Context: an optimization exercise on an open-source flow, tuned for small area. The choices shown serve that exercise and are no tape-out recipe.
At most, simulation tests tie the RTL to the original design; equivalence was not proved.
Function not checked in runs 3 and 5: the RTL went through the layout flow alone.
Power and IR drop assume default switching activity. No driver is modelled on the clock port, so clocking that relies on it looks cheaper here than on a real chip.

`design/flow/flow/run.sh`:
```
#!/bin/bash
# Standard layout (standard.sh: the ORFS flow, synthesis unchanged), with
# clock tree synthesis told not to add dummy loads and to use a small buffer
# at the root of the clock tree, and the smallest buffer on
# the ports.
set -euo pipefail
export CTS_ARGS="-sink_clustering_enable -repair_clock_nets -buf_list sky130_fd_sc_hd__clkbuf_16 -sink_clustering_size 36 -sink_clustering_max_diameter 70 -dont_use_dummy_load -root_buf sky130_fd_sc_hd__clkbuf_4"
export BUFFER_PORTS_ARGS="-buffer_cell sky130_fd_sc_hd__buf_1"
bash standard.sh > standard.log 2>&1
```
`design/flow/standard.sh`:
```
#!/bin/bash
# synth_recipe.tcl (not shown) runs the flow's synth.tcl, then flattens the netlist and writes it again
# the make line also repeats each setting of config.mk as NAME=value (left out here)
make -C /OpenROAD-flow-scripts/flow DESIGN_CONFIG=/design/flow/config.mk WORK_HOME=/design/flow/orfs CLKGATE_MAP_FILE= SYNTH_SCRIPT=/design/flow/synth_recipe.tcl "${@:-finish}"
```
`design/flow/config.mk`:
```
export PLATFORM = sky130hd
export DESIGN_NAME = cnn_top
export DESIGN_NICKNAME = cnn_top
export VERILOG_FILES = /design/flow/design.v
export SDC_FILE = /design/flow/constraint.sdc
export NUM_CORES = 4
export LEC_CHECK = 0
export CAP_MARGIN = 20
export CORE_MARGIN = 2
export CORE_UTILIZATION = 70
export CTS_BUF_LIST = sky130_fd_sc_hd__clkbuf_16
export CTS_CLUSTER_DIAMETER = 70
export CTS_CLUSTER_SIZE = 36
export SLEW_MARGIN = 20
export SYNTH_HIERARCHICAL = 1
export SYNTH_MINIMUM_KEEP_SIZE = 0
```
`design/flow/constraint.sdc`:
```
create_clock -name core_clock -period 5.5 [get_ports {clk}]
set_input_delay 1.1000 -clock core_clock [delete_from_list [all_inputs] [get_ports {clk}]]
set_output_delay 1.1000 -clock core_clock [all_outputs]
set_load 0.01 [all_outputs]
```
`design/flow/design.v`:
```
`timescale 1ns / 1ps
module sliding_window #(
    parameter int DATA_WIDTH = 8,
    parameter int IMG_WIDTH  = 28,
    parameter int DEPTH      = 2*IMG_WIDTH
)(
    input  logic                              clk,
    input  logic                              rst_n,
    input  logic                              i_valid,
    input  logic [DATA_WIDTH-1:0]             i_data,
    output logic                              o_ready,    
    output logic [DEPTH-1:0][DATA_WIDTH-1:0]  o_nhist    
);
    logic [DEPTH-1:0][DATA_WIDTH-1:0] hist;
    logic [4:0] x_cnt;       
    logic [1:0] y_cnt;       
    always_ff @(posedge clk) begin
        if (i_valid)
            hist <= {hist[DEPTH-2:0], ~i_data};
    end
    wire x_last = x_cnt[4] & x_cnt[3] & x_cnt[1] & x_cnt[0];    
    always_ff @(posedge clk or negedge rst_n) begin
        if (!rst_n) begin
            x_cnt <= '0;
            y_cnt <= '0;
        end else if (i_valid) begin
            if (x_last) begin
                x_cnt <= '0;
                if (!y_cnt[1]) y_cnt <= y_cnt + 2'd1;
            end else begin
                x_cnt <= x_cnt + 5'd1;
            end
        end
    end
    assign o_ready = y_cnt[1] & (x_cnt[4] | x_cnt[3] | x_cnt[2] | x_cnt[1]);
    assign o_nhist = hist;
endmodule
`timescale 1ns / 1ps
module conv_mac #(
    parameter int DATA_WIDTH = 8,
    parameter int IMG_WIDTH  = 28,
    parameter int DEPTH      = 2*IMG_WIDTH
)(
    input  logic                              clk,
    input  logic                              rst_n,
    input  logic                              i_beat,    
    input  logic                              i_valid,   
    input  logic [DATA_WIDTH-1:0]             i_px,      
    input  logic [DEPTH-1:0][DATA_WIDTH-1:0]  i_hist,    
    output logic                              o_valid,
    output logic [11:0]                       o_result
);
    localparam int W = IMG_WIDTH;
    logic [7:0] p56, m0, m2, cp;
    assign p56 = i_hist[2*W-1];      
    assign m0  = i_hist[W-1];        
    assign m2  = i_hist[W+1];        
    assign cp  = ~i_hist[W];         
    logic [8:0] t0;
    wire [7:0] r;
    conv_ha u_t0_0 (.a(i_px[0]), .b(p56[0]), .s(t0[0]), .co(r[0]));
    conv_fa u_t0_1 (.a(i_px[1]), .b(p56[1]), .c(r[0]), .s(t0[1]), .co(r[1]));
    conv_fa u_t0_2 (.a(i_px[2]), .b(p56[2]), .c(r[1]), .s(t0[2]), .co(r[2]));
    conv_fa u_t0_3 (.a(i_px[3]), .b(p56[3]), .c(r[2]), .s(t0[3]), .co(r[3]));
    conv_fa u_t0_4 (.a(i_px[4]), .b(p56[4]), .c(r[3]), .s(t0[4]), .co(r[4]));
    conv_fa u_t0_5 (.a(i_px[5]), .b(p56[5]), .c(r[4]), .s(t0[5]), .co(r[5]));
    conv_fa u_t0_6 (.a(i_px[6]), .b(p56[6]), .c(r[5]), .s(t0[6]), .co(r[6]));
    conv_fa u_t0_7 (.a(i_px[7]), .b(p56[7]), .c(r[6]), .s(t0[7]), .co(r[7]));
    assign t0[8] = r[7];
    logic [8:0] t1, t2;
    always_ff @(posedge clk)
        if (i_beat) begin
            t1 <= t0;
            t2 <= t1;
        end
    wire c_1, c_2;
    conv_fa u_fa0 (.a(t1[0]), .b(t2[0]), .c(m0[0]), .s(c_1), .co(c_2));
    wire c_3, c_4;
    conv_fa u_fa1 (.a(m2[0]), .b(t0[0]), .c(c_1), .s(c_3), .co(c_4));
    wire c_5, c_6;
    conv_fa u_fa2 (.a(t1[1]), .b(t2[1]), .c(m0[1]), .s(c_5), .co(c_6));
    wire c_7, c_8;
    conv_fa u_fa3 (.a(m2[1]), .b(t0[1]), .c(c_2), .s(c_7), .co(c_8));
    wire c_9, c_10;
    conv_fa u_fa4 (.a(c_4), .b(c_5), .c(c_7), .s(c_9), .co(c_10));
    wire c_11, c_12;
    conv_fa u_fa5 (.a(t1[2]), .b(t2[2]), .c(m0[2]), .s(c_11), .co(c_12));
    wire c_13, c_14;
    conv_fa u_fa6 (.a(m2[2]), .b(t0[2]), .c(c_6), .s(c_13), .co(c_14));
    wire c_15, c_16;
    conv_fa u_fa7 (.a(c_8), .b(c_10), .c(c_11), .s(c_15), .co(c_16));
    wire c_17, c_18;
    conv_fa u_fa8 (.a(t1[3]), .b(t2[3]), .c(m0[3]), .s(c_17), .co(c_18));
    wire c_19 = m2[3] ^ 1'b1 ^ cp[0];
    wire c_20 = (m2[3] & 1'b1) | (m2[3] & cp[0]) | (1'b1 & cp[0]);
    wire c_21, c_22;
    conv_fa u_fa9 (.a(t0[3]), .b(c_12), .c(c_14), .s(c_21), .co(c_22));
    wire c_23, c_24;
    conv_fa u_fa10 (.a(c_16), .b(c_17), .c(c_19), .s(c_23), .co(c_24));
    wire c_25, c_26;
    conv_fa u_fa11 (.a(t1[4]), .b(t2[4]), .c(m0[4]), .s(c_25), .co(c_26));
    wire c_27, c_28;
    conv_fa u_fa12 (.a(m2[4]), .b(cp[1]), .c(t0[4]), .s(c_27), .co(c_28));
    wire c_29, c_30;
    conv_fa u_fa13 (.a(c_18), .b(c_20), .c(c_22), .s(c_29), .co(c_30));
    wire c_31, c_32;
    conv_fa u_fa14 (.a(c_24), .b(c_25), .c(c_27), .s(c_31), .co(c_32));
    wire c_33, c_34;
    conv_fa u_fa15 (.a(t1[5]), .b(t2[5]), .c(m0[5]), .s(c_33), .co(c_34));
    wire c_35, c_36;
    conv_fa u_fa16 (.a(m2[5]), .b(cp[2]), .c(t0[5]), .s(c_35), .co(c_36));
    wire c_37, c_38;
    conv_fa u_fa17 (.a(c_26), .b(c_28), .c(c_30), .s(c_37), .co(c_38));
    wire c_39, c_40;
    conv_fa u_fa18 (.a(c_32), .b(c_33), .c(c_35), .s(c_39), .co(c_40));
    wire c_41, c_42;
    conv_fa u_fa19 (.a(t1[6]), .b(t2[6]), .c(m0[6]), .s(c_41), .co(c_42));
    wire c_43, c_44;
    conv_fa u_fa20 (.a(m2[6]), .b(cp[3]), .c(t0[6]), .s(c_43), .co(c_44));
    wire c_45, c_46;
    conv_fa u_fa21 (.a(c_34), .b(c_36), .c(c_38), .s(c_45), .co(c_46));
    wire c_47, c_48;
    conv_fa u_fa22 (.a(c_40), .b(c_41), .c(c_43), .s(c_47), .co(c_48));
    wire c_49, c_50;
    conv_fa u_fa23 (.a(t1[7]), .b(t2[7]), .c(m0[7]), .s(c_49), .co(c_50));
    wire c_51, c_52;
    conv_fa u_fa24 (.a(m2[7]), .b(cp[4]), .c(t0[7]), .s(c_51), .co(c_52));
    wire c_53, c_54;
    conv_fa u_fa25 (.a(c_42), .b(c_44), .c(c_46), .s(c_53), .co(c_54));
    wire c_55, c_56;
    conv_fa u_fa26 (.a(c_48), .b(c_49), .c(c_51), .s(c_55), .co(c_56));
    wire c_57, c_58;
    conv_fa u_fa27 (.a(t1[8]), .b(t2[8]), .c(cp[5]), .s(c_57), .co(c_58));
    wire c_59, c_60;
    conv_fa u_fa28 (.a(t0[8]), .b(c_50), .c(c_52), .s(c_59), .co(c_60));
    wire c_61, c_62;
    conv_fa u_fa29 (.a(c_54), .b(c_56), .c(c_57), .s(c_61), .co(c_62));
    wire c_63, c_64;
    conv_fa u_fa30 (.a(cp[6]), .b(c_58), .c(c_60), .s(c_63), .co(c_64));
    logic [7:0] lo_sum;
    logic lo_carry;
    wire lc_0;
    conv_ha u_ha0 (.a(c_3), .b(1'b0), .s(lo_sum[0]), .co(lc_0));
    wire lc_1;
    conv_fa u_fa31 (.a(c_9), .b(1'b0), .c(lc_0), .s(lo_sum[1]), .co(lc_1));
    wire lc_2;
    conv_fa u_fa32 (.a(c_13), .b(c_15), .c(lc_1), .s(lo_sum[2]), .co(lc_2));
    wire lc_3;
    conv_fa u_fa33 (.a(c_21), .b(c_23), .c(lc_2), .s(lo_sum[3]), .co(lc_3));
    wire lc_4;
    conv_fa u_fa34 (.a(c_29), .b(c_31), .c(lc_3), .s(lo_sum[4]), .co(lc_4));
    wire lc_5;
    conv_fa u_fa35 (.a(c_37), .b(c_39), .c(lc_4), .s(lo_sum[5]), .co(lc_5));
    wire lc_6;
    conv_fa u_fa36 (.a(c_45), .b(c_47), .c(lc_5), .s(lo_sum[6]), .co(lc_6));
    wire lc_7;
    conv_fa u_fa37 (.a(c_53), .b(c_55), .c(lc_6), .s(lo_sum[7]), .co(lc_7));
    assign lo_carry = lc_7;
    logic [7:0] lo_r;
    logic [3:0] ha_r, hb_r;
    logic hc_in;
    always_ff @(posedge clk) begin
        lo_r  <= lo_sum;
        hc_in <= lo_carry;
        ha_r  <= {1'b1, cp[7], c_62, c_59};
        hb_r  <= {1'b0, c_64, c_63, c_61};
    end
    logic [3:0] hi_sum;
    wire hc_0;
    conv_fa u_fa38 (.a(ha_r[0]), .b(hb_r[0]), .c(hc_in), .s(hi_sum[0]), .co(hc_0));
    wire hc_1;
    conv_fa u_fa39 (.a(ha_r[1]), .b(hb_r[1]), .c(hc_0), .s(hi_sum[1]), .co(hc_1));
    wire hc_2;
    conv_fa u_fa40 (.a(ha_r[2]), .b(hb_r[2]), .c(hc_1), .s(hi_sum[2]), .co(hc_2));
    assign hi_sum[3] = ha_r[3] ^ hb_r[3] ^ hc_2;
    assign o_result = {hi_sum, lo_r};
    always_ff @(posedge clk or negedge rst_n)
        if (!rst_n) o_valid <= 1'b0;
        else        o_valid <= i_valid;
endmodule
module conv_fa (
    input  logic a, b, c,
    output logic s, co
);
    assign s  = a ^ b ^ c;
    assign co = (a & b) | (a & c) | (b & c);
endmodule
module conv_ha (
    input  logic a, b,
    output logic s, co
);
    assign s  = a ^ b;
    assign co = a & b;
endmodule
`timescale 1ns / 1ps
module cnn_top #(
    parameter int DATA_WIDTH = 8,
    parameter int OUT_WIDTH  = 32,
    parameter int IMG_WIDTH  = 28
)(
    input  logic                   clk,
    input  logic                   rst_n,
    input  logic [DATA_WIDTH-1:0]  s_axis_tdata,
    input  logic                   s_axis_tvalid,
    output logic                   s_axis_tready,
    output logic [OUT_WIDTH-1:0]   m_axis_tdata,
    output logic                   m_axis_tvalid,
    input  logic                   m_axis_tready,
    output logic                   m_axis_tlast
);
    localparam int DEPTH = 2*IMG_WIDTH;
    logic                              win_ready;
    logic [DEPTH-1:0][DATA_WIDTH-1:0]  nhist;    
    logic [11:0]                       result;
    assign s_axis_tready = 1'b1;
    assign m_axis_tlast  = 1'b0;
    sliding_window #(
        .DATA_WIDTH(DATA_WIDTH),
        .IMG_WIDTH(IMG_WIDTH),
        .DEPTH(DEPTH)
    ) u_sliding_window (
        .clk(clk),
        .rst_n(rst_n),
        .i_valid(s_axis_tvalid),
        .i_data(s_axis_tdata),
        .o_ready(win_ready),
        .o_nhist(nhist)
    );
    conv_mac #(
        .DATA_WIDTH(DATA_WIDTH),
        .IMG_WIDTH(IMG_WIDTH),
        .DEPTH(DEPTH)
    ) u_conv_mac (
        .clk(clk),
        .rst_n(rst_n),
        .i_beat(s_axis_tvalid),
        .i_valid(s_axis_tvalid & win_ready),
        .i_px(~s_axis_tdata),
        .i_hist(nhist),
        .o_valid(m_axis_tvalid),
        .o_result(result)
    );
    assign m_axis_tdata = {{(OUT_WIDTH-12){result[11]}}, result};
endmodule
```
==> results of run 1 <==
[critical path: stages]
cell	delay, ns
buf_1	0.11
inv_1	0.06
ha_1	0.22
fa_2	0.38
fa_2	0.35
fa_2	0.35
fa_2	0.35
fa_2	0.57
fa_1	0.45
fa_2	0.42
fa_2	0.42
fa_1	0.54
fa_1	0.43
[kinds of logic after synthesis]
kind of cell	count (synthesis)	synth area share (%)
DFF	489	90.97
adders and majority gates	52	6.345
buffers and inverters	49	1.673
and+or+nand+nor	12	0.4398
AOI/OAI and AO/OA	6	0.2669
other	3	0.07067
xor gates and xnor gates	3	0.1649
muxes	1	0.07067
[Yosys cell counts (all sizes together)]
library cell | n | area, um^2
edfxtp | 466 | 13990
fa | 48 | 960.9
inv | 27 | 101.4
buf | 22 | 165.2
dfxtp | 15 | 300.3
dfrtp | 8 | 200.2
ha | 4 | 50.05
nor2 | 4 | 15.01
conb | 3 | 11.26
xor2 | 3 | 26.28
and3 | 2 | 15.01
nand2 | 2 | 7.510
o21ai | 2 | 10.00
a21o | 1 | 7.510
a21oi | 1 | 5.000
a22o | 1 | 8.760
and2 | 1 | 6.260
mux2 | 1 | 11.26
nand3 | 1 | 10.01
nor2b | 1 | 6.260
nor3 | 1 | 10.01
o41a | 1 | 11.26
[power groups by stage]
stage,sequential (mW),combinational (mW),clock [mW]
after global placement,4.59,0.716,0
after global routing,4.55,0.855,1.64
after detailed placement,4.60,0.754,0
final,4.52,0.745,1.48
after floorplan,4.57,0.524,0
after CTS,4.52,0.773,1.54
[metrics by stage]
step | util (%) | setup slack, ns | setup TNS, ns
3_5_place_dp | 72.93 | -0.3511 | -1.214
4_1_cts | 74.81 | 0.3517 | 0
2_1_floorplan | - | -0.04217 | -0.04217
6_report | 74.82 | 0.3463 | 0
3_3_place_gp | 72.93 | -0.3199 | -1.045
5_1_grt | 74.82 | 0.2195 | 0
[registers in the layout (all words and copies together), names as in the netlist]
| signal | flops |
|---|---|
| u_sliding_window.hist | 448 |
| u_conv_mac.t1 | 9 |
| u_conv_mac.t2 | 9 |
| u_conv_mac.lo_r | 8 |
| u_sliding_window.x_cnt | 5 |
| u_conv_mac.ha_r | 3 |
| u_conv_mac.hb_r | 3 |
| u_sliding_window.y_cnt | 2 |
| u_conv_mac.hc_in | 1 |
| u_conv_mac.o_valid | 1 |
[cell usage in the layout, fill, tap and decap left out, types with 2 or more instances in the layout]
cell type and count:
clkbuf_16 16, dfxtp_1 15, dfrtp_1 8, buf_4 3, and3_2 2, fa_1 34, buf_1 42, clkbuf_4 4
nor2_1 4, fa_2 14, edfxtp_1 466, xor2_1 3, ha_1 4, conb_1 4, buf_12 3, inv_1 27
nand2_1 2
[metal layers]
metal | routed length, um | up-vias | part of all wire (%)
met3 | 700 | 23 | 3.9
met1 | 9132 | 2707 | 51
li1 | - | 2380 | -
met2 | 7611 | 86 | 43
met5 | 0 | - | 0
met4 | 308 | 0 | 1.7
[cell type report]
type,count,area (um^2),area share (%)
antenna,1,2.502,0.01486
clock buffer,19,422.9,2.512
inverter,27,101.3,0.6020
multi-input combinational,78,1211,7.194
sequential,489,14490,86.09
tap,285,356.6,2.118
timing repair buffer,49,247.7,1.471
[modules after synthesis (local to each module, per instance), a selection]
module | cells | flops+latches | cell area [um^2] | times used
cnn_top | 33 | 0 | 209.0 | 1
conv_fa | 1 | 0 | 20.02 | 48
conv_ha | 1 | 0 | 12.51 | 2
[how the worst max path moves through the flow]
stage,end,cells past startpoint
finish,u_conv_mac.lo_r[7],13
global route,u_conv_mac.lo_r[7],13
CTS,u_conv_mac.lo_r[7],13
detailed placement,u_conv_mac.lo_r[7],13
global placement,u_conv_mac.lo_r[7],13
floorplan,u_conv_mac.lo_r[7],12
==> results.sh, run 1 <==
export IMPL_dieArea_um2=23980
export IMPL_die_w_um=154.9
export IMPL_end_kind="flip-flop"
export IMPL_p_int_mw=5.238
export IMPL_antenna_found_initial=1
export IMPL_clk_latency_ns=0.73
export IMPL_vias=5196
export IMPL_period_needed_ns=5.154
export IMPL_dp_cells=928
export IMPL_routed_wl_um=17750
export IMPL_max_clock_freq_mhz=194.0
export IMPL_ir_drop_mv=0.5080
export IMPL_switching_share_pct=22.26
export IMPL_p_comb_share_pct=11.1
export IMPL_synthCells=615
export IMPL_skew_ns=0.04450
export IMPL_syn_area_um2=15930
export IMPL_core_area_um2=22500
export IMPL_power_switching_mw=1.500
export IMPL_grtUsageTotal_pct=15.11
export IMPL_rows=55
export IMPL_crit_start="s_axis_tdata[0]"
export IMPL_h_tree_depth=1
export IMPL_cts_setup_buffers=0
export IMPL_nets=728
export IMPL_setup_violations=0
export IMPL_use_met3_pct=2.312
export IMPL_met1_usage_pct=26.31
export IMPL_layout_cells_non_filler=948
export IMPL_rr_worst_depth=11
export IMPL_cellLeakagePower_nw=5.686
export IMPL_gp_congestion=0.7452
export IMPL_grt_pass1_vias=5148
export IMPL_first_pass_iters=4
export IMPL_power_density_nw_per_um2=400.3
export IMPL_maxSlewViolCount=0
export IMPL_finalPower_mw=6.739
export IMPL_drt_iter0_markers=461
export IMPL_overflow=0
export IMPL_clk_pin_slew_worst_paths_ns=0.11
export IMPL_port_buffers=43
export IMPL_start_kind="primary input"
export IMPL_cts_max_path_buffers=3
export IMPL_rsz0062_at_grt="no"
export IMPL_grt_start_max_net_pins=138
export IMPL_ant_nets=0
export IMPL_hold_slack_ns=0.2701
export IMPL_cts_buffers_inserted=19
export IMPL_cts_hold_buf=0
export IMPL_num_fill_cells=1230
export IMPL_r2r_start="u_sliding_window.hist[440]"
export IMPL_die_h_um=154.9
export IMPL_status="timing/DRC/antenna clean"
export IMPL_post_route_period_util_pct=93.70
export IMPL_detail_route_wl_per_cell_um=18.73
export IMPL_via_per_inst=5.481
export IMPL_min_path_type="in -> async"
export IMPL_dpl_instance_area_um2=16410
export IMPL_clock_sinks=489
export IMPL_worstPathArrival_ns=5.74
export IMPL_cts_tree="yes"
export IMPL_grt_pass1_wl_um=27810
export IMPL_ys_warn_count=8
export IMPL_post_cts_resized=0
export IMPL_critPathRequiredTime_ns=6.09
export IMPL_synth_seq_area_share_pct=90.97
export IMPL_r2r_slack_ns=0.49
export IMPL_critPathKind="in -> reg"
export IMPL_areaGrowthSynthToFinish_pct=5.670
export IMPL_initial_core_util_pct=70.80
export IMPL_use_met2_pct=21.12
export IMPL_route_detailed_drc=0
export IMPL_r2r_end="u_conv_mac.lo_r[7]"
export IMPL_p_seq_share_pct=67.0
export IMPL_relSlewSlack_pct=33.40
export IMPL_cts_root_buffer="clkbuf_4"
export IMPL_synth_distinct_cells=23
export IMPL_worst_path_max_fanout=2
export IMPL_ys_ff_latch=489
export IMPL_cap_violations=0
export IMPL_hpwl_um=9279
export IMPL_hold_viol=0
export IMPL_grt_busiest_layer="met1"
export IMPL_fin_area_um2=16840
export IMPL_io_pins=47
export IMPL_worst_pin_slew_ns=0.9989
export IMPL_clkPwrFrac_pct=21.9
export IMPL_synth_area_per_cell_um2=25.91
export IMPL_drive_gt1_share_pct=6.798
==> run 2: changes to the inputs <==
==> design/flow/flow/run.sh (replaced) <==
#!/bin/bash
# Standard layout (standard.sh: the ORFS flow, synthesis unchanged), with
# clock tree synthesis told not to add dummy loads and to use a small buffer
# at the root of the clock tree, and the smallest buffer on
# the ports.
set -euo pipefail
export CTS_ARGS="-sink_clustering_enable -repair_clock_nets -buf_list sky130_fd_sc_hd__clkbuf_16 -sink_clustering_size 36 -sink_clustering_max_diameter 100 -dont_use_dummy_load -root_buf sky130_fd_sc_hd__clkbuf_4"
export BUFFER_PORTS_ARGS="-buffer_cell sky130_fd_sc_hd__buf_1"
bash standard.sh > standard.log 2>&1
--- a/design/flow/config.mk
+++ b/design/flow/config.mk
@@ -11,3 +11,3 @@
 export CTS_BUF_LIST = sky130_fd_sc_hd__clkbuf_16
-export CTS_CLUSTER_DIAMETER = 70
+export CTS_CLUSTER_DIAMETER = 100
 export CTS_CLUSTER_SIZE = 36
==> run 2 against run 1 <==
  * Core utilization fell by 0.22 points
  * Via count down 0.29%
  * Clock skew grew 0.026 ns
  * Critical path depth did not move
  * Clock power is 5% lower
  * Die area unchanged
  * Cell area down 0.30%
  * Critical path type unchanged
  * Synthesized area unchanged
  * Register-to-register slack improved by 0.07 ns
  * Still clean on timing, DRC and antenna
  * Critical endpoint unchanged
==> results.sh, run 2 <==
export IMPL_status="timing/DRC/antenna clean"
export IMPL_rsz0062_at_grt="no"
export IMPL_synth_distinct_cells=23
export IMPL_synth_edf_count=466
export IMPL_synth_largest_area_cell="edfxtp_1"
export IMPL_synth_area_leaders="edfxtp_1, fa_1, dfxtp_1, dfrtp_1, buf_4"
export IMPL_cellLeakagePower_nw=5.662
export IMPL_grtUsageTotal_pct=15.11
export IMPL_nets=726
export IMPL_grt_start_max_net_pins=138
export IMPL_p_comb_share_pct=11.1
export IMPL_cap_violations=0
export IMPL_h_tree_depth=1
export IMPL_initial_core_util_pct=70.80
export IMPL_via_per_inst=5.477
export IMPL_relSlewSlack_pct=33.80
export IMPL_clkPwrFrac_pct=21.1
export IMPL_cts_root_buffer="clkbuf_4"
export IMPL_first_pass_iters=4
export IMPL_drt_iter0_markers=447
export IMPL_grt_pass1_vias=5094
export IMPL_post_cts_resized=0
export IMPL_maxSlewViolCount=0
export IMPL_hold_viol=0
export IMPL_detail_route_wl_per_cell_um=18.75
export IMPL_post_route_period_util_pct=92.88
export IMPL_crit_slowest_cell="fa_2"
export IMPL_min_path_type="in -> async"
export IMPL_cts_max_path_buffers=3
export IMPL_clock_sinks=489
export IMPL_cts_buffers_inserted=17
export IMPL_drive_gt1_share_pct=6.515
export IMPL_areaGrowthSynthToFinish_pct=5.356
export IMPL_yosys_top_cells_count="edfxtp_1, fa_1, inv_1"
export IMPL_ys_async_sr_fraction_pct=1.636
export IMPL_switching_share_pct=22.29
export IMPL_synth_top_area_share_pct=87.83
export IMPL_vias=5181
export IMPL_hpwl_um=9279
export IMPL_ys_ff_latch=489
export IMPL_syn_area_um2=15930
export IMPL_core_area_um2=22500
export IMPL_largest_reg_flops=448
export IMPL_timing_critical_path_mode_cell="fa_2"
export IMPL_port_buffers=43
export IMPL_critPathKind="in -> reg"
export IMPL_grt_pass1_wl_um=27760
export IMPL_ant_nets=0
export IMPL_max_clock_freq_mhz=195.8
export IMPL_io_pins=47
export IMPL_period_needed_ns=5.108
export IMPL_routed_wl_um=17730
export IMPL_die_w_um=154.9
export IMPL_p_int_mw=5.175
export IMPL_top_regs="u_sliding_window.hist x448, u_conv_mac.t1 x9, u_conv_mac.t2 x9"
export IMPL_end_kind="flip-flop"
export IMPL_rows=55
export IMPL_cts_hold_buf=0
export IMPL_power_density_nw_per_um2=396.7
export IMPL_antenna_found_initial=1
export IMPL_hold_slack_ns=0.2386
export IMPL_synth_ff_type="edfxtp_1"
export IMPL_final_cell_mix="edfxtp_1, buf_1, fa_1"
export IMPL_skew_ns=0.07007
export IMPL_start_kind="primary input"
export IMPL_setup_violations=0
export IMPL_ir_drop_mv=0.2627
export IMPL_gp_congestion=0.7452
export IMPL_ys_warn_count=8
export IMPL_die_h_um=154.9
export IMPL_critPathRequiredTime_ns=6.09
export IMPL_max_stage_delay_ns=0.57
export IMPL_final_common_cell="edfxtp_1"
export IMPL_worst_path_max_fanout=2
export IMPL_yosysMostFrequentCell="edfxtp_1"
export IMPL_cp_cell_sequence="buf_1, inv_1, ha_1, fa_2, fa_2, fa_2, fa_2, fa_2, fa_1, fa_2, fa_2, fa_1, fa_1"
export IMPL_power_switching_mw=1.484
export IMPL_worstPathArrival_ns=5.69
export IMPL_synth_seq_area_share_pct=90.97
export IMPL_clk_pin_slew_worst_paths_ns=0.12
export IMPL_synth_area_per_cell_um2=25.91
export IMPL_dieArea_um2=23980
export IMPL_tns_ns=0
export IMPL_rr_worst_depth=11
export IMPL_regMostFlops="u_sliding_window.hist"
export IMPL_route_detailed_drc=0
export IMPL_p_seq_share_pct=67.8
export IMPL_synthCells=615
export IMPL_clk_latency_ns=0.75
export IMPL_cts_setup_buffers=0
export IMPL_cts_tree="yes"
export IMPL_worst_pin_slew_ns=0.9930
export IMPL_overflow=0
## run 2: cell count changes in the layout (fill, tap and decap cells not counted)
cell       previous run  this run
clkbuf_16            16        14
## run 2: per-module statistics from Yosys (local to each module, per instance), a selection
module	times used	area, um^2
cnn_top	1	209.0
conv_fa	48	20.02
conv_ha	2	12.51
## run 2: metrics by stage
stage	area (um^2)	total power [mW]	setup slack [ns]	utilization, %	cells
finish	16790	6.659	0.3917	74.60	946
global route	16790	6.954	0.2873	74.60	946
CTS	16780	6.754	0.3992	74.58	945
detailed placement	16410	5.352	-0.3511	72.93	928
global placement	16410	5.307	-0.3199	72.93	928
floorplan	15970	5.097	-0.04217	-	616
## run 2: cell type report
type,count,area (um^2)
diodes,1,2.502
clock buffers,17,372.9
fillers,1228,5717
inverters,27,101.3
multi-input cells,78,1211
flip-flops and latches,489,14490
well taps,285,356.6
repair buffers,49,247.7
## run 2: logic make-up after synthesis
family / count (synthesis) / synth area share [%]
mux: 1 / 0.07067
simple gates: 12 / 0.4398
xor+xnor: 3 / 0.1649
compound gates: 6 / 0.2669
flops: 489 / 90.97
fa+ha+maj: 52 / 6.345
buf+inv: 49 / 1.673
other cells: 3 / 0.07067
## run 2: worst max-delay path: cells and delay by family
family | cells | cell delay (ns)
adder cells (fa/ha/maj) | 11 | 4.43
buffers and inverters | 2 | 0.17
## run 2: layer usage
layer	GRT usage [%]	share of wire, %	up-vias
li1	-	-	2376
met1	26.35	51	2695
met2	20.87	43	88
met3	2.312	3.7	22
met4	3.880	2.2	0
met5	0	0	-
## run 2: power groups by stage
stage / Combinational (mW) / Sequential (mW) / Clock [mW]
floorplan: 0.524 / 4.57 / 0
global placement: 0.716 / 4.59 / 0
detailed placement: 0.754 / 4.60 / 0
CTS: 0.763 / 4.52 / 1.47
global route: 0.843 / 4.55 / 1.56
finish: 0.736 / 4.52 / 1.41
## run 2: final timing paths
| kind | startpoint | end | slack (ns) |
|---|---|---|---|
| max in group asynchronous | rst_n | u_sliding_window.x_cnt[4] | 4.97 |
| max | s_axis_tdata[0] | u_conv_mac.lo_r[7] | 0.39 |
| min reg2reg | u_sliding_window.hist[394] | u_sliding_window.hist[402] | 0.37 |
| min | rst_n | u_sliding_window.y_cnt[0] | 0.24 |
| max reg2reg | u_sliding_window.hist[440] | u_conv_mac.lo_r[7] | 0.56 |
| min in group core_clock | u_sliding_window.hist[394] | u_sliding_window.hist[402] | 0.37 |
==> run 3: changes to the inputs <==
--- a/design/flow/design.v
+++ b/design/flow/design.v
@@ -139,3 +139,3 @@
     conv_fa u_fa30 (.a(cp[6]), .b(c_58), .c(c_60), .s(c_63), .co(c_64));
-    logic [7:0] lo_sum;
+    logic [8:0] lo_sum;
     logic lo_carry;
@@ -157,5 +157,7 @@
     conv_fa u_fa37 (.a(c_53), .b(c_55), .c(lc_6), .s(lo_sum[7]), .co(lc_7));
-    assign lo_carry = lc_7;
-    logic [7:0] lo_r;
-    logic [3:0] ha_r, hb_r;
+    wire lc_8;
+    conv_fa u_fa38 (.a(c_59), .b(c_61), .c(lc_7), .s(lo_sum[8]), .co(lc_8));
+    assign lo_carry = lc_8;
+    logic [8:0] lo_r;
+    logic [2:0] ha_r, hb_r;
     logic hc_in;
@@ -164,13 +166,11 @@
         hc_in <= lo_carry;
-        ha_r  <= {1'b1, cp[7], c_62, c_59};
-        hb_r  <= {1'b0, c_64, c_63, c_61};
+        ha_r  <= {1'b1, cp[7], c_62};
+        hb_r  <= {1'b0, c_64, c_63};
     end
-    logic [3:0] hi_sum;
+    logic [2:0] hi_sum;
     wire hc_0;
-    conv_fa u_fa38 (.a(ha_r[0]), .b(hb_r[0]), .c(hc_in), .s(hi_sum[0]), .co(hc_0));
+    conv_fa u_fa39 (.a(ha_r[0]), .b(hb_r[0]), .c(hc_in), .s(hi_sum[0]), .co(hc_0));
     wire hc_1;
-    conv_fa u_fa39 (.a(ha_r[1]), .b(hb_r[1]), .c(hc_0), .s(hi_sum[1]), .co(hc_1));
-    wire hc_2;
-    conv_fa u_fa40 (.a(ha_r[2]), .b(hb_r[2]), .c(hc_1), .s(hi_sum[2]), .co(hc_2));
-    assign hi_sum[3] = ha_r[3] ^ hb_r[3] ^ hc_2;
+    conv_fa u_fa40 (.a(ha_r[1]), .b(hb_r[1]), .c(hc_0), .s(hi_sum[1]), .co(hc_1));
+    assign hi_sum[2] = ha_r[2] ^ hb_r[2] ^ hc_1;
     assign o_result = {hi_sum, lo_r};
==> run 3 against run 2 <==
  * Synthesized cell count shrank 0.16%
  * Register-to-register slack lost 0.32 ns
  * First-iteration DRC count shrank 2.5%
  * Largest cell class unchanged
==> results.sh, run 3 <==
export IMPL_status="timing/DRC/antenna clean"
export IMPL_final_common_cell="edfxtp_1"
export IMPL_largest_reg_flops=448
export IMPL_multiInputGateArea_um2=1234
export IMPL_first_pass_iters=4
export IMPL_regArea_um2=14470
export IMPL_routed_wl_um=17970
export IMPL_via_per_inst=5.537
export IMPL_grt_pass1_vias=5133
export IMPL_synth_seq_area_share_pct=90.96
export IMPL_port_buffers=43
export IMPL_end_kind="flip-flop"
export IMPL_synth_compound_area_share_pct=0.2673
export IMPL_ys_ff_latch=488
export IMPL_synth_area_leaders="edfxtp_1, fa_1, dfxtp_1, dfrtp_1, buf_4"
export IMPL_core_area_um2=22500
export IMPL_grt_busiest_layer="met1"
export IMPL_synthAdderAreaFrac_pct=6.353
export IMPL_synth_largest_area_cell="edfxtp_1"
export IMPL_hold_viol=0
export IMPL_synth_top_area_share_pct=87.94
export IMPL_cts_root_buffer="clkbuf_4"
export IMPL_rows=55
export IMPL_synthCells=614
export IMPL_met1_usage_pct=24.93
export IMPL_nets=726
export IMPL_relSlewSlack_pct=31.40
export IMPL_gp_congestion=0.7446
export IMPL_dieArea_um2=23960
export IMPL_hpwl_um=9786
export IMPL_antenna_found_initial=1
export IMPL_synth_ff_type="edfxtp_1"
export IMPL_finalPower_mw=6.662
export IMPL_synth_area_per_cell_um2=25.92
export IMPL_final_cell_mix="edfxtp_1, buf_1, fa_1"
export IMPL_synthSimpleGateAreaFrac_pct=0.4403
export IMPL_drive_gt1_share_pct=7.576
export IMPL_syn_area_um2=15910
export IMPL_cellLeakagePower_nw=5.660
export IMPL_ir_drop_mv=0.4302
export IMPL_grt_start_max_net_pins=98
export IMPL_min_path_type="in -> async"
export IMPL_die_h_um=154.8
export IMPL_synth_top_family_by_area="adder cells"
export IMPL_cts_tree="yes"
export IMPL_grtUsageTotal_pct=15.18
export IMPL_critPathRequiredTime_ns=6.14
export IMPL_skew_ns=0.07166
export IMPL_detail_route_wl_per_cell_um=19.00
export IMPL_cts_max_path_buffers=3
export IMPL_cts_buffers_inserted=17
export IMPL_power_density_nw_per_um2=396.2
export IMPL_use_met3_pct=2.522
export IMPL_maxSlewViolCount=0
export IMPL_synth_distinct_cells=23
export IMPL_yosys_top_cells_count="edfxtp_1, fa_1, inv_1"
export IMPL_rr_worst_depth=12
export IMPL_cap_violations=0
export IMPL_num_fill_cells=1197
export IMPL_period_needed_ns=5.422
export IMPL_synth_edf_count=466
export IMPL_drt_iter0_markers=436
export IMPL_muxShareOfSynthArea_pct=0.07077
export IMPL_setup_violations=0
export IMPL_use_met2_pct=22.43
export IMPL_max_clock_freq_mhz=184.4
export IMPL_io_pins=47
export IMPL_ant_nets=0
export IMPL_ys_warn_count=8
export IMPL_worst_path_max_fanout=2
export IMPL_grt_pass1_wl_um=27810
export IMPL_yosysMostFrequentCell="edfxtp_1"
export IMPL_yosys_area_share_xor_xnor_pct=0.1651
export IMPL_rsz0062_at_grt="no"
export IMPL_initial_core_util_pct=70.71
export IMPL_hold_slack_ns=0.2398
export IMPL_clock_sinks=488
export IMPL_worst_pin_slew_ns=1.029
export IMPL_route_detailed_drc=0
export IMPL_critPathKind="in -> reg"
export IMPL_ys_async_sr_fraction_pct=1.639
export IMPL_post_route_period_util_pct=98.58
export IMPL_clk_latency_ns=0.75
export IMPL_vias=5238
export IMPL_start_kind="primary input"
export IMPL_h_tree_depth=1
export IMPL_die_w_um=154.8
export IMPL_worstPathArrival_ns=6.07
export IMPL_cts_hold_buf=0
export IMPL_areaGrowthSynthToFinish_pct=5.677
export IMPL_final_util_pct=74.73
export IMPL_clk_pin_slew_worst_paths_ns=0.12
export IMPL_overflow=0
export IMPL_regMostFlops="u_sliding_window.hist"
-- run 3: final cells by class --
cell class,count,share of cell area (%)
well taps,285,2.121
inverters,27,0.6473
diodes,1,0.01488
multi-input cells,78,7.336
clock buffers,17,2.217
flip-flops and latches,488,86.07
repair buffers,50,1.592
-- run 3: cell families after synthesis --
family          after synthesis
compound gates                6
xor+xnor                      3
buf+inv                      49
other cells                   3
flops                       488
simple gates                 12
fa+ha+maj                    52
mux                           1
-- run 3: critical path, stage by stage --
cell	delay (ns)
buf_1	0.06
buf_4	0.14
inv_8	0.03
ha_4	0.14
fa_2	0.38
fa_2	0.37
fa_2	0.40
fa_2	0.38
fa_2	0.38
fa_2	0.57
fa_1	0.45
fa_2	0.40
fa_2	0.35
fa_1	0.50
fa_1	0.41
-- run 3: repair_timing --
item / CTS / global route
resized for setup: 0 / 1
buffers inserted: 0 / 0
setup endpoints to repair: 0 / 2
-- run 3: modules after synthesis (local to each module, per instance), a selection --
module   cells inside  copies in the design  area (um^2)  flops+latches
cnn_top            33                     1        209.0              0
conv_fa             1                    48        20.02              0
conv_ha             1                     2        12.51              0
-- run 3: final timing paths --
kind,from,endpoint,slack (ns)
max in group asynchronous,rst_n,u_sliding_window.y_cnt[0],4.97
worst min register to register,u_sliding_window.hist[1],u_sliding_window.hist[9],0.38
min in group core_clock,u_sliding_window.hist[1],u_sliding_window.hist[9],0.38
worst min-delay path,rst_n,u_sliding_window.x_cnt[4],0.24
worst max register to register,u_sliding_window.hist[440],u_conv_mac.lo_r[8],0.24
worst max-delay path,s_axis_tdata[0],u_conv_mac.lo_r[8],0.08
-- run 3: power breakdown --
group	total [mW]	internal, mW	switching [mW]
Clock	1.39	0.481	0.911
Sequential	4.51	4.39	0.122
Combinational	0.761	0.319	0.441
-- run 3: stage by stage --
step | worst slack, ns | cell area (um^2) | cells | setup TNS [ns]
2_1_floorplan | -0.4208 | 15980 | 615 | -0.9001
3_3_place_gp | -0.7600 | 16440 | 928 | -2.623
4_1_cts | 0.04888 | 16810 | 945 | 0
3_5_place_dp | -0.8045 | 16440 | 928 | -2.946
6_report | 0.07803 | 16820 | 946 | 0
5_1_grt | 0.005679 | 16820 | 946 | 0
-- run 3: layer usage --
layer | up-vias | part of all wire, %
met2 | 90 | 44
met1 | 2750 | 50
met3 | 20 | 4.0
li1 | 2378 | -
met5 | - | 0
met4 | 0 | 1.9
==> run 4: changes to the inputs <==
--- a/design/flow/design.v
+++ b/design/flow/design.v
@@ -15,3 +15,3 @@
     logic [4:0] x_cnt;       
-    logic [1:0] y_cnt;       
+    logic       row1, row2;  
     always_ff @(posedge clk) begin
@@ -24,3 +24,4 @@
             x_cnt <= '0;
-            y_cnt <= '0;
+            row1  <= 1'b0;
+            row2  <= 1'b0;
         end else if (i_valid) begin
@@ -28,3 +29,4 @@
                 x_cnt <= '0;
-                if (!y_cnt[1]) y_cnt <= y_cnt + 2'd1;
+                row1  <= 1'b1;
+                row2  <= row1;
             end else begin
@@ -34,3 +36,3 @@
     end
-    assign o_ready = y_cnt[1] & (x_cnt[4] | x_cnt[3] | x_cnt[2] | x_cnt[1]);
+    assign o_ready = row2 & (x_cnt[4] | x_cnt[3] | x_cnt[2] | x_cnt[1]);
     assign o_nhist = hist;
@@ -139,3 +141,3 @@
     conv_fa u_fa30 (.a(cp[6]), .b(c_58), .c(c_60), .s(c_63), .co(c_64));
-    logic [8:0] lo_sum;
+    logic [7:0] lo_sum;
     logic lo_carry;
@@ -157,7 +159,5 @@
     conv_fa u_fa37 (.a(c_53), .b(c_55), .c(lc_6), .s(lo_sum[7]), .co(lc_7));
-    wire lc_8;
-    conv_fa u_fa38 (.a(c_59), .b(c_61), .c(lc_7), .s(lo_sum[8]), .co(lc_8));
-    assign lo_carry = lc_8;
-    logic [8:0] lo_r;
-    logic [2:0] ha_r, hb_r;
+    assign lo_carry = lc_7;
+    logic [7:0] lo_r;
+    logic [3:0] ha_r, hb_r;
     logic hc_in;
@@ -166,11 +166,13 @@
         hc_in <= lo_carry;
-        ha_r  <= {1'b1, cp[7], c_62};
-        hb_r  <= {1'b0, c_64, c_63};
+        ha_r  <= {1'b1, cp[7], c_62, c_59};
+        hb_r  <= {1'b0, c_64, c_63, c_61};
     end
-    logic [2:0] hi_sum;
+    logic [3:0] hi_sum;
     wire hc_0;
-    conv_fa u_fa39 (.a(ha_r[0]), .b(hb_r[0]), .c(hc_in), .s(hi_sum[0]), .co(hc_0));
+    conv_fa u_fa38 (.a(ha_r[0]), .b(hb_r[0]), .c(hc_in), .s(hi_sum[0]), .co(hc_0));
     wire hc_1;
-    conv_fa u_fa40 (.a(ha_r[1]), .b(hb_r[1]), .c(hc_0), .s(hi_sum[1]), .co(hc_1));
-    assign hi_sum[2] = ha_r[2] ^ hb_r[2] ^ hc_1;
+    conv_fa u_fa39 (.a(ha_r[1]), .b(hb_r[1]), .c(hc_0), .s(hi_sum[1]), .co(hc_1));
+    wire hc_2;
+    conv_fa u_fa40 (.a(ha_r[2]), .b(hb_r[2]), .c(hc_1), .s(hi_sum[2]), .co(hc_2));
+    assign hi_sum[3] = ha_r[3] ^ hb_r[3] ^ hc_2;
     assign o_result = {hi_sum, lo_r};
==> design/flow/flow/run.sh (replaced) <==
#!/bin/bash
# Standard layout (standard.sh: the ORFS flow, synthesis unchanged), with
# clock tree synthesis told not to add dummy loads and to use a small buffer
# at the root of the clock tree, and the smallest buffer on
# the ports.
set -euo pipefail
export CTS_ARGS="-sink_clustering_enable -repair_clock_nets -buf_list sky130_fd_sc_hd__clkbuf_16 -sink_clustering_size 36 -sink_clustering_max_diameter 80 -dont_use_dummy_load -root_buf sky130_fd_sc_hd__clkbuf_4"
export BUFFER_PORTS_ARGS="-buffer_cell sky130_fd_sc_hd__buf_1"
bash standard.sh > standard.log 2>&1
--- a/design/flow/config.mk
+++ b/design/flow/config.mk
@@ -11,3 +11,3 @@
 export CTS_BUF_LIST = sky130_fd_sc_hd__clkbuf_16
-export CTS_CLUSTER_DIAMETER = 100
+export CTS_CLUSTER_DIAMETER = 80
 export CTS_CLUSTER_SIZE = 36
==> run 4 against run 3 <==
  * Total power decreased by 0.38%
  * Hold slack improved by 0.054 ns
  * Core utilization decreased by 0.14 points
  * Non-clock buffer count increased by 1
  * Synthesized area about the same
  * Critical path depth decreased by 2
  * Critical endpoint is now u_conv_mac.lo_r[7]
  * Largest power group unchanged
==> results.sh, run 4 <==
export IMPL_drive_gt1_share_pct=6.849
export IMPL_tns_ns=0
export IMPL_cts_buffers_inserted=17
export IMPL_dp_cells=925
export IMPL_skew_ns=0.02135
export IMPL_cellLeakagePower_nw=5.654
export IMPL_period_needed_ns=5.144
export IMPL_core_area_um2=22500
export IMPL_grt_start_max_net_pins=121
export IMPL_final_common_cell="edfxtp_1"
export IMPL_critPathRequiredTime_ns=6.08
export IMPL_synth_ff_type="edfxtp_1"
export IMPL_worst_pin_slew_ns=0.8736
export IMPL_synthCells=610
export IMPL_power_density_nw_per_um2=395.4
export IMPL_ys_async_sr_fraction_pct=1.636
export IMPL_r2r_slack_ns=0.53
export IMPL_port_buffers=43
export IMPL_largest_reg_flops=448
export IMPL_ant_nets=0
export IMPL_synth_largest_area_cell="edfxtp_1"
export IMPL_h_tree_depth=1
export IMPL_status="timing/DRC/antenna clean"
export IMPL_first_pass_iters=4
export IMPL_r2r_end="u_conv_mac.lo_r[7]"
export IMPL_worstPathArrival_ns=5.72
export IMPL_areaGrowthSynthToFinish_pct=5.455
export IMPL_grt_pass1_vias=5102
export IMPL_routed_wl_um=17810
export IMPL_ir_drop_mv=0.2700
export IMPL_r2r_start="u_sliding_window.hist[440]"
export IMPL_yosysMostFrequentCell="edfxtp_1"
export IMPL_final_util_pct=74.59
export IMPL_critPathKind="in -> reg"
export IMPL_top_regs="u_sliding_window.hist x448, u_conv_mac.t1 x9, u_conv_mac.t2 x9"
export IMPL_layout_cells_non_filler=943
export IMPL_via_per_inst=5.539
export IMPL_start_kind="primary input"
export IMPL_cap_violations=0
export IMPL_grtUsageTotal_pct=15.06
export IMPL_cts_setup_buffers=0
export IMPL_initial_core_util_pct=70.73
export IMPL_multiInputGateArea_um2=1195
export IMPL_gp_congestion=0.7229
export IMPL_nets=723
export IMPL_synth_distinct_cells=20
export IMPL_worst_path_max_fanout=2
export IMPL_ys_warn_count=8
export IMPL_setup_violations=0
export IMPL_rows=55
export IMPL_io_pins=47
export IMPL_die_w_um=154.8
export IMPL_cts_tree="yes"
export IMPL_regMostFlops="u_sliding_window.hist"
export IMPL_clk_latency_ns=0.70
export IMPL_hpwl_um=9758
export IMPL_ys_ff_latch=489
export IMPL_clock_sinks=489
export IMPL_min_path_type="in -> async"
export IMPL_die_h_um=154.8
export IMPL_antenna_found_initial=1
export IMPL_route_detailed_drc=0
export IMPL_end_kind="flip-flop"
export IMPL_max_clock_freq_mhz=194.4
export IMPL_fin_area_um2=16780
export IMPL_clk_pin_slew_worst_paths_ns=0.12
export IMPL_dpl_instance_area_um2=16410
export IMPL_cts_max_path_buffers=3
export IMPL_detail_route_wl_per_cell_um=18.88
export IMPL_regArea_um2=14490
export IMPL_cts_root_buffer="clkbuf_4"
export IMPL_synth_area_leaders="edfxtp_1, fa_1, dfxtp_1, dfrtp_1, buf_4"
export IMPL_cts_hold_buf=0
export IMPL_rr_worst_depth=11
export IMPL_post_cts_resized=0
export IMPL_yosys_top_cells_count="edfxtp_1, fa_1, inv_1"
export IMPL_overflow=0
export IMPL_drt_iter0_markers=398
export IMPL_dieArea_um2=23960
export IMPL_maxSlewViolCount=0
export IMPL_synth_edf_count=466
export IMPL_num_fill_cells=1206
export IMPL_hold_viol=0
export IMPL_syn_area_um2=15920
export IMPL_synth_area_per_cell_um2=26.09
export IMPL_relSlewSlack_pct=41.76
export IMPL_synth_seq_area_share_pct=91.06
export IMPL_hold_slack_ns=0.2939
export IMPL_vias=5223
export IMPL_final_cell_mix="edfxtp_1, buf_1, fa_1"
export IMPL_grt_pass1_wl_um=27530
export IMPL_synth_top_area_share_pct=87.92
export IMPL_rsz0062_at_grt="no"
export IMPL_post_route_period_util_pct=93.52
==> run 4: worst max path at each step <==
stage / startpoint / end / slack, ns / depth (start not counted)
detailed placement: s_axis_tdata[0] / u_conv_mac.lo_r[7] / -0.41 / 13
finish: s_axis_tdata[0] / u_conv_mac.lo_r[7] / 0.36 / 13
global placement: s_axis_tdata[0] / u_conv_mac.lo_r[7] / -0.33 / 13
global route: s_axis_tdata[0] / u_conv_mac.lo_r[7] / 0.22 / 13
floorplan: s_axis_tdata[0] / u_conv_mac.lo_r[7] / -0.04 / 12
CTS: s_axis_tdata[0] / u_conv_mac.lo_r[7] / 0.36 / 13
==> run 4: area by class of cell <==
| cell class | count | share of cell area [%] |
|---|---|---|
| Sequential cell | 489 | 86.35 |
| Multi-Input combinational cell | 73 | 7.119 |
| Clock buffer | 17 | 2.221 |
| Tap cell | 285 | 2.124 |
| Timing Repair Buffer | 51 | 1.565 |
| Inverter | 27 | 0.6038 |
| Antenna cell | 1 | 0.01491 |
==> run 4: worst max-delay path: stages <==
cell   delay [ns]
buf_1        0.10
inv_1        0.05
ha_1         0.23
fa_2         0.56
fa_1         0.45
fa_2         0.39
fa_2         0.46
fa_2         0.36
fa_1         0.40
fa_1         0.40
fa_1         0.43
fa_2         0.35
fa_1         0.43
==> run 4: per-stage QoR <==
| step | setup WS (ns) | total power [mW] |
|---|---|---|
| global placement | -0.3257 | 5.306 |
| CTS | 0.3613 | 6.737 |
| global route | 0.2242 | 6.939 |
| detailed placement | -0.4110 | 5.355 |
| finish | 0.3563 | 6.637 |
| floorplan | -0.04217 | 5.095 |
==> run 4: per-layer routing <==
metal / track usage [%] / share of wire, % / vias up
li1: - / - / 2362
met1: 24.90 / 51 / 2770
met2: 22.32 / 44 / 73
met3: 2.466 / 3.1 / 18
met4: 3.175 / 1.6 / 0
met5: 0 / 0 / -
==> run 4: cell families after synthesis <==
family | share of synthesized area [%]
other | 0.07074
adders and majority gates | 6.352
AOI/OAI and AO/OA | 0.1808
xor gates and xnor gates | 0.1651
muxes | 0.1650
DFF | 91.06
buffers and inverters | 1.674
and+or+nand+nor | 0.3302
==> run 4: power by group <==
part           switching (mW)  total, mW  internal (mW)
combinational           0.433      0.734          0.301
clock                   0.905       1.39          0.482
sequential              0.120       4.52           4.40
total                    1.46       6.64           5.18
==> run 4: Yosys stat by module (local to each module, per instance), a selection <==
module,times used,flip-flops and latches,cells inside,area (um^2)
cnn_top,1,0,33,209.0
conv_fa,48,0,1,20.02
conv_ha,2,0,1,12.51
==> run 5: changes to the inputs <==
--- a/design/flow/design.v
+++ b/design/flow/design.v
@@ -141,23 +141,23 @@
     conv_fa u_fa30 (.a(cp[6]), .b(c_58), .c(c_60), .s(c_63), .co(c_64));
-    logic [7:0] lo_sum;
+    logic [8:0] lo_sum;
     logic lo_carry;
-    wire lc_0;
-    conv_ha u_ha0 (.a(c_3), .b(1'b0), .s(lo_sum[0]), .co(lc_0));
-    wire lc_1;
-    conv_fa u_fa31 (.a(c_9), .b(1'b0), .c(lc_0), .s(lo_sum[1]), .co(lc_1));
+    assign lo_sum[0] = c_3;
+    assign lo_sum[1] = c_9;
     wire lc_2;
-    conv_fa u_fa32 (.a(c_13), .b(c_15), .c(lc_1), .s(lo_sum[2]), .co(lc_2));
+    conv_ha u_ha0 (.a(c_13), .b(c_15), .s(lo_sum[2]), .co(lc_2));
     wire lc_3;
-    conv_fa u_fa33 (.a(c_21), .b(c_23), .c(lc_2), .s(lo_sum[3]), .co(lc_3));
+    conv_fa u_fa31 (.a(c_21), .b(c_23), .c(lc_2), .s(lo_sum[3]), .co(lc_3));
     wire lc_4;
-    conv_fa u_fa34 (.a(c_29), .b(c_31), .c(lc_3), .s(lo_sum[4]), .co(lc_4));
+    conv_fa u_fa32 (.a(c_29), .b(c_31), .c(lc_3), .s(lo_sum[4]), .co(lc_4));
     wire lc_5;
-    conv_fa u_fa35 (.a(c_37), .b(c_39), .c(lc_4), .s(lo_sum[5]), .co(lc_5));
+    conv_fa u_fa33 (.a(c_37), .b(c_39), .c(lc_4), .s(lo_sum[5]), .co(lc_5));
     wire lc_6;
-    conv_fa u_fa36 (.a(c_45), .b(c_47), .c(lc_5), .s(lo_sum[6]), .co(lc_6));
+    conv_fa u_fa34 (.a(c_45), .b(c_47), .c(lc_5), .s(lo_sum[6]), .co(lc_6));
     wire lc_7;
-    conv_fa u_fa37 (.a(c_53), .b(c_55), .c(lc_6), .s(lo_sum[7]), .co(lc_7));
-    assign lo_carry = lc_7;
-    logic [7:0] lo_r;
-    logic [3:0] ha_r, hb_r;
+    conv_fa u_fa35 (.a(c_53), .b(c_55), .c(lc_6), .s(lo_sum[7]), .co(lc_7));
+    wire lc_8;
+    conv_fa u_fa36 (.a(c_59), .b(c_61), .c(lc_7), .s(lo_sum[8]), .co(lc_8));
+    assign lo_carry = lc_8;
+    logic [8:0] lo_r;
+    logic [2:0] ha_r, hb_r;
     logic hc_in;
@@ -166,13 +166,11 @@
         hc_in <= lo_carry;
-        ha_r  <= {1'b1, cp[7], c_62, c_59};
-        hb_r  <= {1'b0, c_64, c_63, c_61};
+        ha_r  <= {1'b1, cp[7], c_62};
+        hb_r  <= {1'b0, c_64, c_63};
     end
-    logic [3:0] hi_sum;
+    logic [2:0] hi_sum;
     wire hc_0;
-    conv_fa u_fa38 (.a(ha_r[0]), .b(hb_r[0]), .c(hc_in), .s(hi_sum[0]), .co(hc_0));
+    conv_fa u_fa37 (.a(ha_r[0]), .b(hb_r[0]), .c(hc_in), .s(hi_sum[0]), .co(hc_0));
     wire hc_1;
-    conv_fa u_fa39 (.a(ha_r[1]), .b(hb_r[1]), .c(hc_0), .s(hi_sum[1]), .co(hc_1));
-    wire hc_2;
-    conv_fa u_fa40 (.a(ha_r[2]), .b(hb_r[2]), .c(hc_1), .s(hi_sum[2]), .co(hc_2));
-    assign hi_sum[3] = ha_r[3] ^ hb_r[3] ^ hc_2;
+    conv_fa u_fa38 (.a(ha_r[1]), .b(hb_r[1]), .c(hc_0), .s(hi_sum[1]), .co(hc_1));
+    assign hi_sum[2] = ha_r[2] ^ hb_r[2] ^ hc_1;
     assign o_result = {hi_sum, lo_r};
==> run 5 against run 4 <==
  * Synthesized area down 0.40%
  * Die area down 0.39%
  * Still clean
  * Clock power about the same
  * Critical endpoint is now u_conv_mac.lo_r[8]
  * Via count down 2.2%
  * Highest routed layer unchanged
  * First-iteration DRC count up 15%
  * Cell area down 0.21%
  * Largest cell class unchanged
  * Total power about the same
==> results.sh, run 5 <==
export IMPL_areaGrowthSynthToFinish_pct=5.659
export IMPL_largest_reg_flops=448
export IMPL_start_kind="primary input"
export IMPL_synth_area_leaders="edfxtp_1, fa_1, dfxtp_1, dfrtp_1, buf_4"
export IMPL_synth_ff_type="edfxtp_1"
export IMPL_die_w_um=154.5
export IMPL_switching_share_pct=22.01
export IMPL_setup_ws_ns=0.1014
export IMPL_ir_drop_mv=0.3118
export IMPL_worstPathArrival_ns=6.00
export IMPL_power_density_nw_per_um2=396.3
export IMPL_p_int_mw=5.177
export IMPL_cts_max_path_buffers=3
export IMPL_rows=55
export IMPL_synth_distinct_cells=20
export IMPL_rr_worst_depth=12
export IMPL_cts_root_buffer="clkbuf_4"
export IMPL_min_path_type="in -> async"
export IMPL_maxSlewViolCount=0
export IMPL_detail_route_wl_per_cell_um=18.79
export IMPL_power_switching_mw=1.461
export IMPL_synth_seq_area_share_pct=91.30
export IMPL_ys_async_sr_fraction_pct=1.639
export IMPL_yosysMostFrequentCell="edfxtp_1"
export IMPL_p_seq_share_pct=67.9
export IMPL_drt_iter0_markers=457
export IMPL_grt_pass1_wl_um=27260
export IMPL_synth_area_per_cell_um2=26.16
export IMPL_io_pins=47
export IMPL_hold_viol=0
export IMPL_layout_cells_non_filler=937
export IMPL_clkPwrFrac_pct=21.0
export IMPL_post_route_period_util_pct=98.16
export IMPL_port_buffers=43
export IMPL_hpwl_um=9322
export IMPL_initial_core_util_pct=70.66
export IMPL_cts_hold_buf=0
export IMPL_cellLeakagePower_nw=5.622
export IMPL_critPathKind="in -> reg"
export IMPL_max_clock_freq_mhz=185.2
export IMPL_via_per_inst=5.453
export IMPL_h_tree_depth=1
export IMPL_end_kind="flip-flop"
export IMPL_status="timing/DRC/antenna clean"
export IMPL_synth_largest_area_cell="edfxtp_1"
export IMPL_cap_violations=0
export IMPL_core_area_um2=22430
export IMPL_ys_ff_latch=488
export IMPL_routed_wl_um=17610
export IMPL_yosys_top_cells_count="edfxtp_1, fa_1, inv_1"
export IMPL_synth_top_area_share_pct=88.27
export IMPL_p_comb_share_pct=11.1
export IMPL_clk_pin_slew_worst_paths_ns=0.13
export IMPL_ant_nets=0
export IMPL_cts_buffers_inserted=17
export IMPL_clk_latency_ns=0.72
export IMPL_synth_edf_count=466
export IMPL_cts_tree="yes"
export IMPL_antenna_found_initial=1
export IMPL_gp_congestion=0.7490
export IMPL_die_h_um=154.5
export IMPL_worst_pin_slew_ns=1.027
export IMPL_dp_cells=919
export IMPL_first_pass_iters=4
export IMPL_final_common_cell="edfxtp_1"
export IMPL_regMostFlops="u_sliding_window.hist"
export IMPL_route_detailed_drc=0
export IMPL_final_cell_mix="edfxtp_1, buf_1, fa_1"
export IMPL_rsz0062_at_grt="no"
export IMPL_tns_ns=0
export IMPL_dieArea_um2=23870
export IMPL_overflow=0
export IMPL_final_util_pct=74.66
export IMPL_critPathRequiredTime_ns=6.10
export IMPL_vias=5109
export IMPL_setup_violations=0
export IMPL_grt_pass1_vias=5000
export IMPL_syn_area_um2=15850
export IMPL_relSlewSlack_pct=31.52
export IMPL_cts_setup_buffers=0
export IMPL_hold_slack_ns=0.2585
export IMPL_skew_ns=0.03936
export IMPL_nets=715
export IMPL_drive_gt1_share_pct=7.527
export IMPL_worst_path_max_fanout=2
export IMPL_period_needed_ns=5.399
export IMPL_pre_cts_ws_ns=-0.8310
export IMPL_clock_sinks=488
export IMPL_synthCells=606
export IMPL_ys_warn_count=8
export IMPL_grtUsageTotal_pct=14.87
export IMPL_grt_start_max_net_pins=114
[run 5: changes by cell type after synthesis]
| cell | before | now |
|---|---|---|
| conb_1 | 3 | 2 |
| fa_1 | 48 | 46 |
| dfxtp_1 | 15 | 14 |
[run 5: through the flow]
stage	total power, mW	cell area (um^2)
floorplan	5.061	15920
global placement	5.307	16370
detailed placement	5.350	16370
CTS	6.731	16750
global route	6.937	16750
finish	6.637	16750
[run 5: layer usage]
| layer | vias to the layer above | global-route usage [%] | wire length [um] |
|---|---|---|---|
| met5 | - | 0 | 0 |
| met4 | 0 | 3.175 | 306 |
| met3 | 20 | 2.578 | 620 |
| met2 | 76 | 20.83 | 7464 |
| met1 | 2660 | 25.73 | 9216 |
| li1 | 2353 | - | - |
[run 5: cell type report]
class                           count  area (um^2)
Tap cell                          285        356.6
Multi-Input combinational cell     69         1167
Timing Repair Buffer               50        267.8
Fill cell                        1190         5684
Inverter                           27        108.9
Sequential cell                   488        14470
Antenna cell                        1        2.502
Clock buffer                       17        372.9
[run 5: kinds of logic after synthesis]
family	after synthesis	share of synthesized area (%)
flip-flops	488	91.30
XOR/XNOR	3	0.1658
buffers and inverters	49	1.681
other	2	0.04737
adder cells (fa/ha/maj)	50	6.125
AO/OA/AOI/OAI	4	0.1815
AND/OR/NAND/NOR	8	0.3316
multiplexers	2	0.1657
[run 5: final timing paths]
check                                            from                         to  slack, ns
max                                   s_axis_tdata[0]         u_conv_mac.lo_r[8]       0.10
min                                             rst_n      u_sliding_window.row1       0.26
min in group core_clock      u_sliding_window.hist[7]  u_sliding_window.hist[15]       0.39
min reg2reg                  u_sliding_window.hist[7]  u_sliding_window.hist[15]       0.39
max in group asynchronous                       rst_n         u_conv_mac.o_valid       4.95
max reg2reg                u_sliding_window.hist[440]         u_conv_mac.lo_r[8]       0.27
[run 5: repair_timing]
action                     CTS  global route
setup endpoints to repair    1             2
pin swaps                    4             8
gates resized for setup      0             0
[run 5: critical path: stages]
cell and delay, ns:
buf_1 0.07, buf_4 0.14, inv_8 0.03, ha_4 0.14, fa_2 0.55, fa_1 0.44, fa_2 0.38, fa_2 0.34
fa_2 0.36, fa_2 0.41, fa_2 0.48, fa_2 0.38, fa_2 0.36, fa_2 0.36, fa_1 0.46
[run 5: power by group through the flow]
stage	Sequential [mW]	Combinational, mW	Clock [mW]
3_5_place_dp	4.58	0.765	0
6_report	4.50	0.737	1.40
2_1_floorplan	4.56	0.500	0
5_1_grt	4.53	0.849	1.55
3_3_place_gp	4.58	0.725	0
4_1_cts	4.51	0.769	1.45
[run 5: Yosys stat by module (local to each module, per instance), excerpt]
module	cells inside	copies in the design	area (um^2)	flops+latches
cnn_top	33	1	209.0	0
conv_fa	1	46	20.02	0
conv_ha	1	2	12.51	0

## separate check: timing with driven ports
How much do the figures lean on ideal ports? The routed layouts below were timed once more, with nothing changed but the port constraints. Step 1: set_driving_cell puts a clkbuf_16 on clk and a buf_2 on each other input, an assumption about the parent block. Step 2 also shifts input and output timing later by t, the mid clock arrival at the registers, as if the neighbouring blocks saw the same clock. Three values: ideal, step 1, step 2; two values: the first two.
run	t (ns)	slack for setup (ns)	hold WS [ns]	worst setup path after step 2	worst data-port slew with drivers (ns)
run 1	0.752	0.346 / 0.362 / -0.389	0.270 / 0.249 / 0.382	input to register	0.03
run 2	0.756	0.392 / 0.407 / -0.349	0.239 / 0.219 / 0.371	input to register	0.03
run 3	0.755	0.078 / 0.091 / -0.664	0.240 / 0.224 / 0.382	input to register	0.03
run 4	0.723	0.356 / 0.373 / -0.350	0.294 / 0.277 / 0.408	input to register	0.03
run 5	0.744	0.101 / 0.115 / -0.628	0.259 / 0.241 / 0.389	input to register	0.03
With both steps, setup timing fails in every run listed, where it was met with ideal ports. For run 3, which loses most, drivers alone change the setup slack by +0.013 ns; drivers and shift together by -0.742 ns.
